Context: an optimization exercise on an open-source flow, tuned for small area and a short achievable clock period. The choices shown serve that exercise and are no tape-out recipe.
Where RTL was checked, it was by simulation tests only, not by an equivalence proof against the original.

==> inputs of run a <==
// wallace_mul
module wallace_mul(input [15:0] a, input [15:0] b, output [32:0] out, input clk);
clock: 4.4 ns
lec_check: 0
cap_margin: 20
core_margin: 2
core_utilization: 40
cts_buf_list: sky130_fd_sc_hd__clkbuf_8
cts_cluster_diameter: 50
cts_cluster_size: 16
place_density: 0.6
setup_slack_margin: 2.5
slew_margin: 20
synth_hierarchical: 1
synth_minimum_keep_size: 0
run.sh (not shown) runs the stock make flow with config.mk's settings and CLKGATE_MAP_FILE= SYNTH_SCRIPT=/design/flow/synth_recipe.tcl, a recipe that flattens the netlist after the stock synthesis.
==> inputs of run b, as changes to run a <==
--- a/flow/design.v
+++ b/flow/design.v
@@ -491,22 +491,18 @@
   wire s126, c126;
   wire s127, c127;
   wire s128, c128;
   wire s129, c129;
   wire s130, c130;
   wire s131, c131;
   wire s132, c132;
-  wire [11:0] lx = {c113, c112, c111, c110, c109, c108, s108, q3_s88, q3_s52, q3_q2_s1, q3_q2_pp_0_1, q3_q2_pp_0_0};
-  wire [11:0] ly = {s114, s113, s112, s111, s110, s109, 1'b0, 1'b0, 1'b0, 1'b0, 1'b0, q3_q2_rneg1_0};
-  wire [12:0] lsum = lx + ly;
-  reg [12:0] lo4;
-  reg q4_c114;
-  reg q4_s115;
-  reg q4_c115;
-  reg q4_s116;
+  wire [13:0] lx = {c115, c114, c113, c112, c111, c110, c109, c108, s108, q3_s88, q3_s52, q3_q2_s1, q3_q2_pp_0_1, q3_q2_pp_0_0};
+  wire [13:0] ly = {s116, s115, s114, s113, s112, s111, s110, s109, 1'b0, 1'b0, 1'b0, 1'b0, 1'b0, q3_q2_rneg1_0};
+  wire [14:0] lsum = lx + ly;
+  reg [14:0] lo4;
   reg q4_c116;
   reg q4_s117;
   reg q4_c117;
   reg q4_s118;
   reg q4_c118;
   reg q4_s119;
   reg q4_c119;
@@ -534,18 +530,18 @@
   reg q4_c130;
   reg q4_s131;
   reg q4_c131;
   reg q4_q3_s107;
   reg q4_s132;
   reg q4_c132;
   reg q4_q3_s87;
-  wire [19:0] hx = {q4_c132, q4_s132, q4_c131, q4_c130, q4_c129, q4_c128, q4_c127, q4_c126, q4_c125, q4_c124, q4_c123, q4_c122, q4_c121, q4_c120, q4_c119, q4_c118, q4_c117, q4_c116, q4_c115, q4_c114};
-  wire [19:0] hy = {q4_q3_s87, 1'b0, q4_q3_s107, q4_s131, q4_s130, q4_s129, q4_s128, q4_s127, q4_s126, q4_s125, q4_s124, q4_s123, q4_s122, q4_s121, q4_s120, q4_s119, q4_s118, q4_s117, q4_s116, q4_s115};
-  wire [20:0] hsum = {hx, lo4[12]} + {hy, lo4[12]};
-  wire [32:0] fs = {1'b0, hsum[20:1], lo4[11:0]};
+  wire [17:0] hx = {q4_c132, q4_s132, q4_c131, q4_c130, q4_c129, q4_c128, q4_c127, q4_c126, q4_c125, q4_c124, q4_c123, q4_c122, q4_c121, q4_c120, q4_c119, q4_c118, q4_c117, q4_c116};
+  wire [17:0] hy = {q4_q3_s87, 1'b0, q4_q3_s107, q4_s131, q4_s130, q4_s129, q4_s128, q4_s127, q4_s126, q4_s125, q4_s124, q4_s123, q4_s122, q4_s121, q4_s120, q4_s119, q4_s118, q4_s117};
+  wire [18:0] hsum = {hx, lo4[14]} + {hy, lo4[14]};
+  wire [32:0] fs = {1'b0, hsum[18:1], lo4[13:0]};
   reg [31:0] p5;
   reg [31:0] p6;
   reg [31:0] p7;
   always @(posedge clk) ra1 <= a;
   assign e_neg[0] = bx[1];
   assign e_one[0] = bx[0] ^ bl[0];
   assign e_two[0] = (bx[1] & ~bx[0] & ~bl[0]) | (~bx[1] & bx[0] & bl[0]);
@@ -909,18 +905,14 @@
   csa_ha u_s127(.x(q3_c103), .y(q3_s104), .s(s127), .c(c127));
   csa_fa u_s128(.x(q3_c104), .y(q3_s105), .z(q3_q2_pp_8_9), .s(s128), .c(c128));
   csa_ha u_s129(.x(q3_c105), .y(q3_s106), .s(s129), .c(c129));
   csa_fa u_s130(.x(q3_c106), .y(q3_c84), .z(q3_s85), .s(s130), .c(c130));
   csa_ha u_s131(.x(q3_c85), .y(q3_s86), .s(s131), .c(c131));
   csa_fa u_s132(.x(q3_c107), .y(q3_q2_c50), .z(q3_q2_s51), .s(s132), .c(c132));
   always @(posedge clk) lo4 <= lsum;
-  always @(posedge clk) q4_c114 <= c114;
-  always @(posedge clk) q4_s115 <= s115;
-  always @(posedge clk) q4_c115 <= c115;
-  always @(posedge clk) q4_s116 <= s116;
   always @(posedge clk) q4_c116 <= c116;
   always @(posedge clk) q4_s117 <= s117;
   always @(posedge clk) q4_c117 <= c117;
   always @(posedge clk) q4_s118 <= s118;
   always @(posedge clk) q4_c118 <= c118;
   always @(posedge clk) q4_s119 <= s119;
   always @(posedge clk) q4_c119 <= c119;
==> flow/config.mk (replaced) <==
export PLATFORM = sky130hd
export DESIGN_NAME = wallace_mul
export DESIGN_NICKNAME = wallace_mul
export VERILOG_FILES = /design/flow/design.v
export SDC_FILE = /design/flow/constraint.sdc
export NUM_CORES = 4
export LEC_CHECK = 0
export CAP_MARGIN = 20
export CORE_MARGIN = 2
export CORE_UTILIZATION = 40
export CTS_BUF_LIST = sky130_fd_sc_hd__clkbuf_16
export CTS_CLUSTER_DIAMETER = 80
export CTS_CLUSTER_SIZE = 30
export PLACE_DENSITY = 0.6
export SETUP_SLACK_MARGIN = 2.5
export SLEW_MARGIN = 20
export SYNTH_HIERARCHICAL = 1
export SYNTH_MINIMUM_KEEP_SIZE = 0
==> impl_metrics.env <==
export IMPL_syn_nets=1301
export IMPL_pre_cts_ws_ps=2140
export IMPL_worst_slack_ps=2110
export IMPL_power_switching_mw=3.78
export IMPL_status="timing/DRC/antenna clean"
export IMPL_r2r_worst_path_cells=8
export IMPL_seq_cells=386
export IMPL_design_area_um2=16100
the above is filed under run b

==> impl_metrics.env <==
export IMPL_worst_slack_ps=2520
export IMPL_status="timing/DRC/antenna clean"
export IMPL_seq_cells=388
export IMPL_pre_cts_ws_ps=2340
export IMPL_r2r_worst_path_cells=7
export IMPL_design_area_um2=16200
export IMPL_power_switching_mw=3.80
the above is filed under run a

Only the layout flow was run in run b; the RTL was not checked for function there.

## separate check: timing with driven ports
How much do the figures lean on ideal ports? The routed layouts below were timed once more, with nothing changed but the port constraints. Step 1: set_driving_cell puts a clkbuf_16 on clk and a buf_2 on each other input, an assumption about the parent block. Step 2 times the ports against the registers' clock, not the clock port: input delays grow and output delays shrink by t, the midpoint of the rising clock arrivals with the driver on. Slacks: ideal ports / drivers / drivers and shift; pairs: ideal ports / drivers.
| run | t, ns | setup WS [ns] | worst setup path at the end | slew at the worst register clock pin (ns) |
|---|---|---|---|---|
| run a | 0.599 | 2.518 / 2.480 / 2.518 | register to register | 0.10 / 0.10 |
| run b | 0.574 | 2.115 / 2.115 / 2.115 | register to register | 0.12 / 0.12 |
After both steps every run listed still meets setup and hold.
